Background: an optimization exercise with open tools, aiming at small area. Do not read the settings as production practice. The RTL was checked by simulation tests, not by an equivalence proof against the original design. Power is estimated from default activity; no workload was simulated.

==> run a: inputs <==
// cbc_dig
module cbc_dig(clk,rst_n,RX_A,RX_C,TX_C,CH_A,CH_B,dst,eep_rd_data,eep_addr,eep_cs_n,eep_r_w_n,chrg_pmp_en);
input clk,rst_n;
input RX_A;
input RX_C;
output TX_C;
output CH_A;
output CH_B;
output [13:0] dst;
input [13:0] eep_rd_data;
output [1:0] eep_addr;
output eep_cs_n;
output eep_r_w_n;
output chrg_pmp_en;
wire rdyA, rdyC;
wire [7:0] rxA, rxC;
cbc_rx iRXA(.clk(clk), .rst_n(rst_n), .RX(RX_A), .rdy(rdyA), .rx_data(rxA));
cbc_rx iRXC(.clk(clk), .rst_n(rst_n), .RX(RX_C), .rdy(rdyC), .rx_data(rxC));
reg tlow;             
reg [5:0] high_byte;
reg vld1, vld2;       
always @(posedge clk, negedge rst_n)
  if (!rst_n) tlow <= 1'b0;
  else tlow <= tlow ^ rdyA;
always @(posedge clk)
  if (rdyA & ~tlow) high_byte <= rxA[5:0];
always @(posedge clk, negedge rst_n)
  if (!rst_n) vld1 <= 1'b0;
  else vld1 <= rdyA & tlow;
always @(posedge clk)
  vld2 <= vld1;
wire [13:0] Xmeas = {high_byte, rxA};
localparam C_IDLE  = 3'd0;
localparam C_SENDH = 3'd1;
localparam C_SENDM = 3'd2;
localparam C_RSPHB = 3'd3;    
localparam C_RSPHI = 3'd4;    
localparam C_RSPLB = 3'd5;    
localparam C_RSPLI = 3'd6;    
localparam C_DONE  = 3'd7;
reg [2:0] cst;
reg frm_rdy;
reg cok;             
  ...
export LEC_CHECK = 0
export CAP_MARGIN = 20
export CORE_MARGIN = 2
export CORE_UTILIZATION = 40
export SLEW_MARGIN = 20
create_clock -name core_clock -period 10.0 [get_ports {clk}]
run.sh (not shown) runs the stock make flow with config.mk's settings and CLKGATE_MAP_FILE= SYNTH_SCRIPT=/design/flow/synth_recipe.tcl, a recipe that flattens the netlist after the stock synthesis.
==> run b (differences from run a) <==
--- a/flow/design.v
+++ b/flow/design.v
@@ -38,25 +38,25 @@
 localparam C_RSPLI = 3'd6;    
 localparam C_DONE  = 3'd7;
 reg [2:0] cst;
 reg frm_rdy;
 reg cok;             
 reg [3:0] ch;        
 reg [5:0] cmid;      
 wire snd_rsp, clr_rdy;
-wire [13:0] rsp_val;
 wire [13:0] Xset;
 wire txbusy = (cst == C_RSPHB) | (cst == C_RSPLB);
 reg [9:0] tbaud;
 reg [3:0] tbit;
 reg [8:0] tsr;
-wire tbaud_full = tbaud[9] & tbaud[8] & tbaud[6] & tbaud[5] & tbaud[1] & tbaud[0];  
+wire tbaud_full = ~tbaud[0] & tbaud[2] & ~tbaud[3] & ~tbaud[4] & tbaud[5] & tbaud[6] &
+                  ~tbaud[7] & tbaud[8] & ~tbaud[9];
 wire tshft = txbusy & tbaud_full;
-wire tx_end = txbusy & tbit[3] & tbit[1];     
+wire tx_end = txbusy & ~tbit[2] & tbit[1] & ~tbit[0];     
 wire trmt_h = (cst == C_SENDM) & snd_rsp;
 wire trmt_l = (cst == C_RSPHI);
 always @(posedge clk, negedge rst_n)
   if (!rst_n) cst <= C_IDLE;
   else case (cst)
     C_IDLE:  if (rdyC) cst <= C_SENDH;
     C_SENDH: if (rdyC) cst <= C_SENDM;
     C_SENDM: if (snd_rsp) cst <= C_RSPHB;
@@ -82,27 +82,27 @@
 wire c_newx  = cok & (ch == 4'b1100);
 wire c_start = cok & (ch == 4'b0011);
 wire c_wrt   = cok & (ch[3:2] == 2'b10);
 wire c_read  = cok & (ch[3:2] == 2'b01);
 wire [13:0] cfg = {cmid, rxC};
 always @(posedge clk, negedge rst_n)
   if (!rst_n) tbaud <= 10'd0;
   else if (tbaud_full) tbaud <= 10'd0;
-  else if (txbusy) tbaud <= tbaud + 10'd1;
+  else if (txbusy) tbaud <= {tbaud[8:0], ~(tbaud[9] ^ tbaud[6])};
 always @(posedge clk)
   if (!txbusy) tbit <= 4'd0;
-  else if (tshft) tbit <= tbit + 4'd1;
+  else if (tshft) tbit <= {tbit[2:0], ~(tbit[3] ^ tbit[2])};
 always @(posedge clk, negedge rst_n)
   if (!rst_n) tsr[0] <= 1'b1;
   else if (trmt_h) tsr[0] <= 1'b0;
   else if (trmt_l) tsr[0] <= 1'b0;
   else if (tshft) tsr[0] <= tsr[1];
 always @(posedge clk)
-  if (trmt_h) tsr[8:1] <= {2'b00, rsp_val[13:8]};
+  if (trmt_h) tsr[8:1] <= {2'b00, res[13:8]};
   else if (trmt_l) tsr[8:1] <= Xset[7:0];
   else if (tshft) tsr[8:1] <= {1'b1, tsr[8:2]};
 assign TX_C = tsr[0];
 assign dst = cfg;
 localparam LD_Xset   = 4'b0000;
 localparam Pmult     = 4'b0001;
 localparam Imult     = 4'b0010;
 localparam Dmult     = 4'b0011;
@@ -116,20 +116,27 @@
 localparam XSET      = 4'b1011;
 localparam Clear_PWM = 4'b1100;
 localparam CMDINTR   = 4'b1101;
 localparam Write_EEP = 4'b1110;
 localparam CMDloop   = 4'b1111;
 reg [3:0] st;
 reg in_CMS;
 reg [3:0] cnt;
-wire fin = cnt[3] & cnt[2] & cnt[1];            
+wire fin = cnt[3] & ~cnt[2] & ~cnt[1] & ~cnt[0];
+wire cnt0 = ~|cnt;
 wire mult = (st[3:2] == 2'b00) & (st[1:0] != 2'b00);
 wire step = mult & ~fin;
 reg [12:0] pcnt;     
+wire [13:0] pcy;     
+assign pcy[0] = 1'b1;
+genvar gp;
+generate for (gp = 0; gp < 13; gp = gp + 1) begin : g_pinc
+  assign pcy[gp+1] = pcy[gp] & pcnt[gp];
+end endgenerate
 reg [13:0] Duty;
 wire eep_done = Duty[7] & Duty[5] & Duty[3] & Duty[1] &
                 pcnt[12] & pcnt[11] & pcnt[10] & pcnt[7] & pcnt[6];   
 wire s_ld   = (st == LD_Xset);
 wire s_calc = (st == Calc_err);
 wire s_sum  = (st == SumErrS);
 wire s_dprep= (st == DmultPrep);
 wire s_dadd = (st == Dadd);
@@ -167,111 +174,114 @@
     Write_EEP: if (eep_done) st <= CMDloop;
     CMDloop:   if (frm_rdy) st <= CMDINTR;
   endcase
 always @(posedge clk, negedge rst_n)
   if (!rst_n) in_CMS <= 1'b0;
   else if (s_cmd & c_start) in_CMS <= 1'b1;
 always @(posedge clk)
   if (!mult) cnt <= 4'd0;
-  else cnt <= cnt + 4'd1;
-assign rsp_val = s_xset ? cfg :
-                 cmd_read ? eep_rd_data :
-                 (s_cmd & ~c_start) ? 14'h35A6 : 14'h0A5A;
+  else cnt <= {cnt[2:0], ~(cnt[3] ^ cnt[2])};
 reg [13:0] Xset_r, SumErr, PreErr, R, A;
 reg [2:0] E;
 assign Xset = Xset_r;
 wire [13:0] mq = (st[1:0] == 2'b10) ? SumErr : R;
 wire q0 = mq[0];
-wire qm1 = mq[13] & (cnt != 4'd0);
+wire qm1 = mq[13] & ~cnt0;
 wire bnz = q0 ^ qm1;
 wire bsub = q0 & ~qm1;
 wire s17_pos = ~A[13] & (A[12:10] != 3'b000);
 wire s17_neg = A[13] & (A[12:10] != 3'b111);
 wire [13:0] s17 = s17_pos ? 14'h1FFF : s17_neg ? 14'h2000 : {A[10:0], E};
-reg [13:0] opa, opb;
-reg sub;
-always @(*) begin
-  opa = 14'd0; opb = 14'd0; sub = 1'b0;
-  if (mult) begin
-    if (fin) begin
-      opa = s17;
-      if (st[1]) opb = Duty;
-    end else begin
-      opa = A;
-      opb = bnz ? eep_rd_data : 14'd0;
-      sub = bsub;
-    end
-  end
-  if (s_calc) begin opa = Xmeas; opb = Xset_r; sub = 1'b1; end
-  if (s_sum)  begin opa = R; opb = SumErr; end
-  if (s_dprep) begin opa = R; opb = PreErr; sub = 1'b1; end
-  if (s_dadd) begin opb = Duty; sub = Duty[13]; end
-  if (s_wre)  opb = Duty;
-end
-wire cin = sub | (s_wre & (&pcnt));
+wire stp0  = step & cnt0;
+wire a_A   = step & ~cnt0;
+wire a_s17 = mult & fin;
+wire a_xm  = s_calc;
+wire a_R   = s_sum | s_dprep;
+wire a_cfg = s_xset;
+wire b_eep = (step & bnz) | s_ld | cmd_read;
+wire b_xs  = s_calc;
+wire b_se  = s_sum;
+wire b_pe  = s_dprep;
+wire b_du  = (mult & fin & st[1]) | s_dadd | (s_wre & ~eep_done);
+wire b_k   = (s_cmd & ~cmd_read & ~cmd_wrt) | (s_wre & eep_done);
+wire sub   = (step & bsub) | s_calc | s_dprep | (s_dadd & Duty[13]) |
+             (s_cmd & ~cmd_read & ~cmd_wrt & ~c_start);
+wire [13:0] opa = ({14{a_A}} & A) | ({14{a_s17}} & s17) | ({14{a_xm}} & Xmeas) |
+                  ({14{a_R}} & R) | ({14{a_cfg}} & cfg);
+wire [13:0] opb = ({14{b_eep}} & eep_rd_data) | ({14{b_xs}} & Xset_r) |
+                  ({14{b_se}} & SumErr) | ({14{b_pe}} & PreErr) |
+                  ({14{b_du}} & Duty) | ({14{b_k}} & 14'h0A5A);
+wire cin = sub | (s_wre & pcy[13]);
 wire [13:0] opb_x = opb ^ {14{sub}};
-wire [13:0] sum = opa + opb_x + {13'd0, cin};
-wire ovf = (opa[13] == opb_x[13]) & (sum[13] != opa[13]);
-wire [13:0] res = ovf ? (opa[13] ? 14'h2000 : 14'h1FFF) : sum;
+wire [14:0] cy;
+assign cy[0] = cin;
+genvar gi;
+generate for (gi = 0; gi < 14; gi = gi + 1) begin : g_add
+  assign cy[gi+1] = (opa[gi] & opb_x[gi]) | (cy[gi] & (opa[gi] ^ opb_x[gi]));
+end endgenerate
+wire [13:0] sum = opa ^ opb_x ^ cy[13:0];
+wire ovf = cy[14] ^ cy[13];
+wire [13:0] res = ovf ? {opa[13], {13{~opa[13]}}} : sum;
 always @(posedge clk) begin
-  A <= step ? {res[13], res[13:1]} : 14'd0;
+  A <= {res[13], res[13:1]};
   E <= {res[0], E[2:1]};
 end
 always @(posedge clk)
   if (s_calc | s_dprep) R <= res;
   else if (step & st[0]) R <= {R[0], R[13:1]};
 always @(posedge clk)
   if (s_ld) SumErr <= 14'd0;
   else if (s_sum) SumErr <= res;
   else if (step & (st[1:0] == 2'b10)) SumErr <= {SumErr[0], SumErr[13:1]};
 always @(posedge clk)
   if (s_ld) PreErr <= 14'd0;
   else if (s_dprep) PreErr <= R;
 always @(posedge clk)
-  if (s_ld) Xset_r <= eep_rd_data;
-  else if (snd_rsp) Xset_r <= rsp_val;
-always @(posedge clk)
-  if ((mult & fin) | s_wre | s_cmd) Duty <= res;
+  if (s_ld | snd_rsp) Xset_r <= res;
+always @(posedge clk)
+  if ((mult & fin) | s_wre | cmd_wrt) Duty <= res;
 reg [12:0] magnitude;
 reg sign, pon;
 always @(posedge clk, negedge rst_n)
   if (!rst_n) magnitude <= 13'd0;
   else if (wrt_duty) magnitude <= sum[12:0];
 always @(posedge clk)
   if (wrt_duty) sign <= Duty[13];
 always @(posedge clk, negedge rst_n)
   if (!rst_n) pcnt <= 13'd0;
   else if (wrt_duty | s_cmd) pcnt <= 13'd0;
-  else pcnt <= pcnt + 13'd1;
+  else pcnt <= pcnt ^ pcy[12:0];
 always @(posedge clk, negedge rst_n)
   if (!rst_n) pon <= 1'b0;
   else if (wrt_duty | (magnitude == pcnt)) pon <= 1'b0;
   else if ((pcnt == 13'd0) & (magnitude != 13'd0)) pon <= 1'b1;
 assign CH_A = pon & ~sign;
 assign CH_B = pon & sign;
 endmodule
 module cbc_rx(clk, rst_n, RX, rdy, rx_data);
 input clk, rst_n, RX;
 output rdy;
 output reg [7:0] rx_data;
 reg A, d, B, busy;
 reg [9:0] baud;
 reg [3:0] bitc;
-wire shift = baud[9] & baud[8] & baud[6] & baud[5] & baud[2];   
+wire shift = ~baud[0] & ~baud[1] & baud[3] & ~baud[4] & ~baud[5] & baud[6] &
+             baud[7] & ~baud[8] & baud[9];    
+wire bit8 = bitc[2] & ~bitc[1] & ~bitc[0];     
 always @(posedge clk, negedge rst_n)
   if (!rst_n) begin A <= 1'b0; d <= 1'b0; B <= 1'b0; end
   else begin A <= RX; d <= A; B <= d; end
 always @(posedge clk, negedge rst_n)
   if (!rst_n) baud <= 10'd0;
   else if (shift) baud <= 10'd0;
-  else if (busy) baud <= baud + 10'd1;
+  else if (busy) baud <= {baud[8:0], ~(baud[9] ^ baud[6])};
 always @(posedge clk, negedge rst_n)
   if (!rst_n) busy <= 1'b0;
-  else if (busy) busy <= ~bitc[3];
+  else if (busy) busy <= ~bit8;
   else busy <= ~d & B;
 always @(posedge clk)
   if (!busy) bitc <= 4'd0;
-  else if (shift) bitc <= bitc + 4'd1;
+  else if (shift) bitc <= {bitc[2:0], ~(bitc[3] ^ bitc[2])};
 always @(posedge clk)
   if (shift) rx_data <= {d, rx_data[7:1]};
-assign rdy = busy & bitc[3];
+assign rdy = busy & bit8;
 endmodule
==> summary of the runs <==
Run b completed with no timing, DRC or antenna violations. Run a passed the timing, DRC and antenna checks. Against run b, the routed wire length of run a is larger by 9.9%. In flip-flop and latch count, run a and run b do not differ. Clock-buffer cell count: run a is higher than run b (7). Against run b, the utilization of run a is lower by 0.71 points. Between run a and run b, the lower worst setup slack is in run b (gap 3200 ps). Of run b and run a, run b has the higher non-clock buffer count (gap 16). In run b the power is lower than in run a, by 3.6%. Cell count: run a is larger than run b (about 15%).

## port drivers added, routing unchanged
In the flow no input, the clock included, has a driving cell. The finished layouts below were timed again as built, in two steps.
Step 1 (the two cells are an assumption about what drives the block):
set clk [get_ports {clk}]
set_driving_cell -lib_cell sky130_fd_sc_hd__clkbuf_16 $clk
set_driving_cell -lib_cell sky130_fd_sc_hd__buf_2 [delete_from_list [all_inputs] $clk]
Step 2 adds t to the input delays and takes it off the output delays; t is the mean of the earliest and latest rising clock arrival at the registers after step 1. Input paths then give back, and output paths get back, about the clock's delay inside the block.
Three values: ideal, step 1, step 2; two values: the first two.
run	t, ns	slack for setup (ns)	worst setup path at the end	worst data-port slew with drivers (ns)	cell pins on the clock port's net
run a	0.573	3.710 / 3.710 / 3.710	register to register	0.03	1
run b	0.562	0.538 / 0.538 / 0.075	input to register	0.03	1
After both steps setup and hold are still met in every run listed. The setup slack of run b, which loses most, moves by 0.000 ns with the drivers and by -0.463 ns with both steps.
